This is an optimization exercise on Yosys and OpenROAD, whose aim is small area and a short achievable clock period, not a production implementation.
Where RTL was checked, it was by simulation tests only, not by an equivalence proof against the original.
Power and IR drop assume default switching activity.

==> inputs of yarrow <==
## sigmoid9slices
module sigmoid9slices (
    input wire clk,
    input wire rst_n,
    input wire signed [15:0] x0_in,
    input wire signed [15:0] x1_in,
    input wire valid_in,
    output reg signed [15:0] y0_out,
    output reg signed [15:0] y1_out,
    output reg valid_out
);
    reg v1, v2;
    always @(posedge clk or negedge rst_n)
        if (!rst_n) begin v1 <= 1'b0; v2 <= 1'b0; valid_out <= 1'b0; end
        else begin v1 <= valid_in; v2 <= v1; valid_out <= v2; end
    function [4:0] dec(input [15:0] x);
        reg [14:0] u;
        reg g1, g2, g3, g4, g5;
        begin
            u = x[14:0] ^ {15{x[15]}};
            g1 = u >= 1365; g2 = u >= 4096; g3 = u >= 6827; g4 = u >= 9557; g5 = u >= 12288;
            dec = {~g1, g1 & ~g2, g2 & ~g3, g3 & ~g4, g4 & ~g5};
        end
    endfunction
    reg [12:0] a0, a1;   
    reg [4:0] c0, c1;
    always @(posedge clk) begin
        a0 <= {x0_in[15], x0_in[11:0]}; a1 <= {x1_in[15], x1_in[11:0]};
        c0 <= dec(x0_in); c1 <= dec(x1_in);
    end
    wire [10:0] xr0 = a0[10:0];
    wire [10:0] xn0 = ~a0[10:0];
    wire r0_0_3 = (c0[0] & xr0[0]);
    wire r0_0_4 = (c0[0] & xr0[1]);
  ...
make LEC_CHECK=0 CAP_MARGIN=20 CORE_MARGIN=2 CORE_UTILIZATION=70 SETUP_SLACK_MARGIN=5 SLEW_MARGIN=20 finish   # period 8.0 ns
run.sh (not shown) runs the stock make flow with config.mk's settings and CLKGATE_MAP_FILE= SYNTH_SCRIPT=/design/flow/synth_recipe.tcl, a recipe that flattens the netlist after the stock synthesis.
==> lagoon (differences from yarrow) <==
--- a/flow/config.mk
+++ b/flow/config.mk
@@ -10,3 +10,2 @@
 export CORE_UTILIZATION = 70
-export SETUP_SLACK_MARGIN = 5
 export SLEW_MARGIN = 20
==> qor summary <==
item	lagoon	yarrow
Status	no timing/DRC/antenna violations	no timing/DRC/antenna violations
Hold Path Origin	a0[12]	a1[12]
Clock distribution power	0.409 mW	0.440 mW
Final nets	1163	1220
Slowest cell on crit path	sky130_fd_sc_hd__fa_1	sky130_fd_sc_hd__or4_4
Final standard cell count with taps included and fillers excluded	1137	1195
Rel. slew slack	0.397	0.653
Power Sequential	0.730 mW	0.738 mW
Met2 layer wire length in the routed design	9140 microns	12400 microns
Half-perimeter wire length after detailed placement	14600 microns	14500 microns
Design Power	2.18 mW	2.69 mW
Reported leakage power	4.42 nW	4.87 nW
Share of the core filled with cells	0.775	0.885
No functional check of the RTL was part of any run of this note.

* * *

==> inputs of run F <==
Another version of the RTL of sigmoid9slices (not shown whole).
Settings: LEC_CHECK=0, CAP_MARGIN=20, CORE_MARGIN=2, CORE_UTILIZATION=70, SETUP_SLACK_MARGIN=5, SLEW_MARGIN=20; clock period 8.0 ns.
==> run C (differences from run F) <==
--- a/flow/design.v
+++ b/flow/design.v
@@ -9,35 +9,32 @@
     output reg signed [15:0] y1_out,
     output reg valid_out
 );
     reg v1, v2;
     always @(posedge clk or negedge rst_n)
         if (!rst_n) begin v1 <= 1'b0; v2 <= 1'b0; valid_out <= 1'b0; end
         else begin v1 <= valid_in; v2 <= v1; valid_out <= v2; end
-    function [5:0] dec(input [15:0] x);
+    function [4:0] dec(input [15:0] x);
         reg [14:0] u;
         reg g1, g2, g3, g4, g5;
         begin
-            g1 = x[15] ? (x[14:0] <= 15'd31402) : (x[14:0] >= 15'd1365);
-            g2 = x[15] ? (x[14:0] <= 15'd28671) : (x[14:0] >= 15'd4096);
-            g3 = x[15] ? (x[14:0] <= 15'd25940) : (x[14:0] >= 15'd6827);
-            g4 = x[15] ? (x[14:0] <= 15'd23210) : (x[14:0] >= 15'd9557);
-            g5 = x[15] ? (x[14:0] <= 15'd20479) : (x[14:0] >= 15'd12288);
-            dec = {g5, ~g1, g1 & ~g2, g2 & ~g3, g3 & ~g4, g4 & ~g5};
+            u = x[14:0] ^ {15{x[15]}};
+            g1 = u >= 1365; g2 = u >= 4096; g3 = u >= 6827; g4 = u >= 9557; g5 = u >= 12288;
+            dec = {~g1, g1 & ~g2, g2 & ~g3, g3 & ~g4, g4 & ~g5};
         end
     endfunction
     reg [12:0] a0, a1;   
-    reg [5:0] c0, c1;
+    reg [4:0] c0, c1;
     always @(posedge clk) begin
         a0 <= {x0_in[15], x0_in[11:0]}; a1 <= {x1_in[15], x1_in[11:0]};
         c0 <= dec(x0_in); c1 <= dec(x1_in);
     end
     wire [10:0] xr0 = a0[10:0];
     wire [10:0] xn0 = ~a0[10:0];
-    wire sat0 = c0[5];
+    wire sat0 = ~|c0[4:0];
     wire r0_0_0 = (c0[0] & xr0[0]) | (c0[1] & xn0[0]);
     wire r0_0_1 = c0[1];
     wire r0_1_0 = (c0[0] & xr0[0]) | (c0[1] & xn0[1]) | (c0[2] & xr0[0]) | (c0[3] & xr0[0]) | (c0[4] & xn0[0]);
     wire r0_1_1 = (c0[0] & xr0[1]) | c0[4];
     wire r0_2_0 = (c0[0] & xr0[1]) | (c0[1] & xn0[2]) | (c0[2] & xr0[1]) | (c0[3] & xr0[1]) | (c0[4] & xn0[1]);
     wire r0_2_1 = (c0[0] & xr0[2]);
     wire r0_3_0 = (c0[0] & xr0[0]) | (c0[1] & xr0[0]) | (c0[2] & xr0[2]) | (c0[3] & xr0[2]) | (c0[4] & xn0[2]);
@@ -239,15 +236,15 @@
     assign ys0[7] = ys0_p7 ^ ys0_G49;
     assign ys0[8] = ys0_p8 ^ ys0_G44;
     assign ys0[9] = ys0_p9 ^ ys0_G50;
     assign ys0[10] = ys0_p10 ^ ys0_G46;
     always @(posedge clk) y0_out <= {5'b0, ys0};
     wire [10:0] xr1 = a1[10:0];
     wire [10:0] xn1 = ~a1[10:0];
-    wire sat1 = c1[5];
+    wire sat1 = ~|c1[4:0];
     wire r1_0_0 = (c1[0] & xr1[0]) | (c1[1] & xn1[0]);
     wire r1_0_1 = c1[1];
     wire r1_1_0 = (c1[0] & xr1[0]) | (c1[1] & xn1[1]) | (c1[2] & xr1[0]) | (c1[3] & xr1[0]) | (c1[4] & xn1[0]);
     wire r1_1_1 = (c1[0] & xr1[1]) | c1[4];
     wire r1_2_0 = (c1[0] & xr1[1]) | (c1[1] & xn1[2]) | (c1[2] & xr1[1]) | (c1[3] & xr1[1]) | (c1[4] & xn1[1]);
     wire r1_2_1 = (c1[0] & xr1[2]);
     wire r1_3_0 = (c1[0] & xr1[0]) | (c1[1] & xr1[0]) | (c1[2] & xr1[2]) | (c1[3] & xr1[2]) | (c1[4] & xn1[2]);
==> run A (differences from run F) <==
--- a/flow/design.v
+++ b/flow/design.v
@@ -9,35 +9,32 @@
     output reg signed [15:0] y1_out,
     output reg valid_out
 );
     reg v1, v2;
     always @(posedge clk or negedge rst_n)
         if (!rst_n) begin v1 <= 1'b0; v2 <= 1'b0; valid_out <= 1'b0; end
         else begin v1 <= valid_in; v2 <= v1; valid_out <= v2; end
-    function [5:0] dec(input [15:0] x);
+    function [4:0] dec(input [15:0] x);
         reg [14:0] u;
         reg g1, g2, g3, g4, g5;
         begin
-            g1 = x[15] ? (x[14:0] <= 15'd31402) : (x[14:0] >= 15'd1365);
-            g2 = x[15] ? (x[14:0] <= 15'd28671) : (x[14:0] >= 15'd4096);
-            g3 = x[15] ? (x[14:0] <= 15'd25940) : (x[14:0] >= 15'd6827);
-            g4 = x[15] ? (x[14:0] <= 15'd23210) : (x[14:0] >= 15'd9557);
-            g5 = x[15] ? (x[14:0] <= 15'd20479) : (x[14:0] >= 15'd12288);
-            dec = {g5, ~g1, g1 & ~g2, g2 & ~g3, g3 & ~g4, g4 & ~g5};
+            u = x[14:0] ^ {15{x[15]}};
+            g1 = u >= 1365; g2 = u >= 4096; g3 = u >= 6827; g4 = u >= 9557; g5 = u >= 12288;
+            dec = {~g1, g1 & ~g2, g2 & ~g3, g3 & ~g4, g4 & ~g5};
         end
     endfunction
     reg [12:0] a0, a1;   
-    reg [5:0] c0, c1;
+    reg [4:0] c0, c1;
     always @(posedge clk) begin
         a0 <= {x0_in[15], x0_in[11:0]}; a1 <= {x1_in[15], x1_in[11:0]};
         c0 <= dec(x0_in); c1 <= dec(x1_in);
     end
     wire [10:0] xr0 = a0[10:0];
     wire [10:0] xn0 = ~a0[10:0];
-    wire sat0 = c0[5];
+    wire sat0 = ~|c0[4:0];
     wire r0_0_0 = (c0[0] & xr0[0]) | (c0[1] & xn0[0]);
     wire r0_0_1 = c0[1];
     wire r0_1_0 = (c0[0] & xr0[0]) | (c0[1] & xn0[1]) | (c0[2] & xr0[0]) | (c0[3] & xr0[0]) | (c0[4] & xn0[0]);
     wire r0_1_1 = (c0[0] & xr0[1]) | c0[4];
     wire r0_2_0 = (c0[0] & xr0[1]) | (c0[1] & xn0[2]) | (c0[2] & xr0[1]) | (c0[3] & xr0[1]) | (c0[4] & xn0[1]);
     wire r0_2_1 = (c0[0] & xr0[2]);
     wire r0_3_0 = (c0[0] & xr0[0]) | (c0[1] & xr0[0]) | (c0[2] & xr0[2]) | (c0[3] & xr0[2]) | (c0[4] & xn0[2]);
@@ -239,15 +236,15 @@
     assign ys0[7] = ys0_p7 ^ ys0_G49;
     assign ys0[8] = ys0_p8 ^ ys0_G44;
     assign ys0[9] = ys0_p9 ^ ys0_G50;
     assign ys0[10] = ys0_p10 ^ ys0_G46;
     always @(posedge clk) y0_out <= {5'b0, ys0};
     wire [10:0] xr1 = a1[10:0];
     wire [10:0] xn1 = ~a1[10:0];
-    wire sat1 = c1[5];
+    wire sat1 = ~|c1[4:0];
     wire r1_0_0 = (c1[0] & xr1[0]) | (c1[1] & xn1[0]);
     wire r1_0_1 = c1[1];
     wire r1_1_0 = (c1[0] & xr1[0]) | (c1[1] & xn1[1]) | (c1[2] & xr1[0]) | (c1[3] & xr1[0]) | (c1[4] & xn1[0]);
     wire r1_1_1 = (c1[0] & xr1[1]) | c1[4];
     wire r1_2_0 = (c1[0] & xr1[1]) | (c1[1] & xn1[2]) | (c1[2] & xr1[1]) | (c1[3] & xr1[1]) | (c1[4] & xn1[1]);
     wire r1_2_1 = (c1[0] & xr1[2]);
     wire r1_3_0 = (c1[0] & xr1[0]) | (c1[1] & xr1[0]) | (c1[2] & xr1[2]) | (c1[3] & xr1[2]) | (c1[4] & xn1[2]);
--- a/flow/config.mk
+++ b/flow/config.mk
@@ -4,9 +4,9 @@
 export VERILOG_FILES = /design/flow/design.v
 export SDC_FILE = /design/flow/constraint.sdc
 export NUM_CORES = 4
 export LEC_CHECK = 0
 export CAP_MARGIN = 20
 export CORE_MARGIN = 2
 export CORE_UTILIZATION = 70
-export SETUP_SLACK_MARGIN = 5
+export SETUP_SLACK_MARGIN = 4.5
 export SLEW_MARGIN = 20
==> impl_metrics.env <==
export IMPL_layout_common_cells="dfxtp_1 (94), inv_1 (88), nand2_1 (86)"
export IMPL_n_tap_cell=133
export IMPL_cp_common_cell="nand2_1"
export IMPL_status="no timing/DRC/antenna violations"
export IMPL_fp_coreArea_um2=9729
export IMPL_num_fill_cells=630
# the run above: run F

==> impl_metrics.env <==
export IMPL_status="no timing/DRC/antenna violations"
export IMPL_seqCellArea_um2=2145
export IMPL_reg2reg_depth=8
export IMPL_fp_coreArea_um2=10180
export IMPL_num_fill_cells=690
export IMPL_layout_common_cells="nand2_1 (91), dfxtp_1 (90), inv_1 (83)"
export IMPL_synthFlopType="dfxtp_1"
export IMPL_critPathRequiredTime_ps=8270
export IMPL_power_density_nw_per_um2=209.6
export IMPL_synth_seq_cells=105
export IMPL_n_tap_cell=136
export IMPL_multiInputGateArea_um2=4619
export IMPL_drive_gt1_frac=0.07949
# the run above: run C

==> impl_metrics.env <==
export IMPL_status="no timing/DRC/antenna violations"
export IMPL_fp_coreArea_um2=10180
export IMPL_syn_avg_cell_area_um2=8.696
export IMPL_layout_common_cells="dfxtp_1 (96), nand2_1 (91), inv_1 (83)"
export IMPL_synth_top_area_frac=0.2809
export IMPL_clock_buffers=9
export IMPL_busiest_layer="met2"
export IMPL_n_antenna_cell=0
export IMPL_n_tap_cell=136
export IMPL_drc_errors=0
export IMPL_num_fill_cells=705
export IMPL_use_met1=0.4082
export IMPL_comb_multi_input_count=589
# the run above: run A

Function not checked in run F: the RTL went through the layout flow alone.

[port drivers added, routing unchanged]
How much do the figures lean on ideal ports? The routed layouts below were timed once more, with nothing changed but the port constraints. Step 1 assumes that a clkbuf_16 drives the clock port and a buf_2 every other input. Step 2 also shifts input and output timing later by t, the mid clock arrival at the registers, as if the neighbouring blocks saw the same clock. a / b / c = ideal / step 1 / step 2; a / b = the first two.
run | shift t [ns] | setup WS [ns] | slew at the worst register clock pin (ns) | worst slew at a driven data input, ns | pins driven straight from the clock port
yarrow | 0.402 | 4.124 / 4.124 / 4.124 | 0.08 / 0.08 | 0.04 | 1
lagoon | 0.400 | 3.780 / 3.780 / 3.780 | 0.07 / 0.07 | 0.04 | 1
run F | 0.422 | 4.988 / 4.993 / 4.571 | 0.11 / 0.11 | 0.04 | 1
run C | 0.412 | 4.981 / 4.981 / 4.672 | 0.11 / 0.11 | 0.04 | 1
run A | 0.414 | 4.651 / 4.651 / 4.424 | 0.10 / 0.10 | 0.04 | 1
After both steps setup and hold are still met in every run listed. For run F, which loses most, drivers alone change the setup slack by +0.005 ns; drivers and shift together by -0.417 ns.
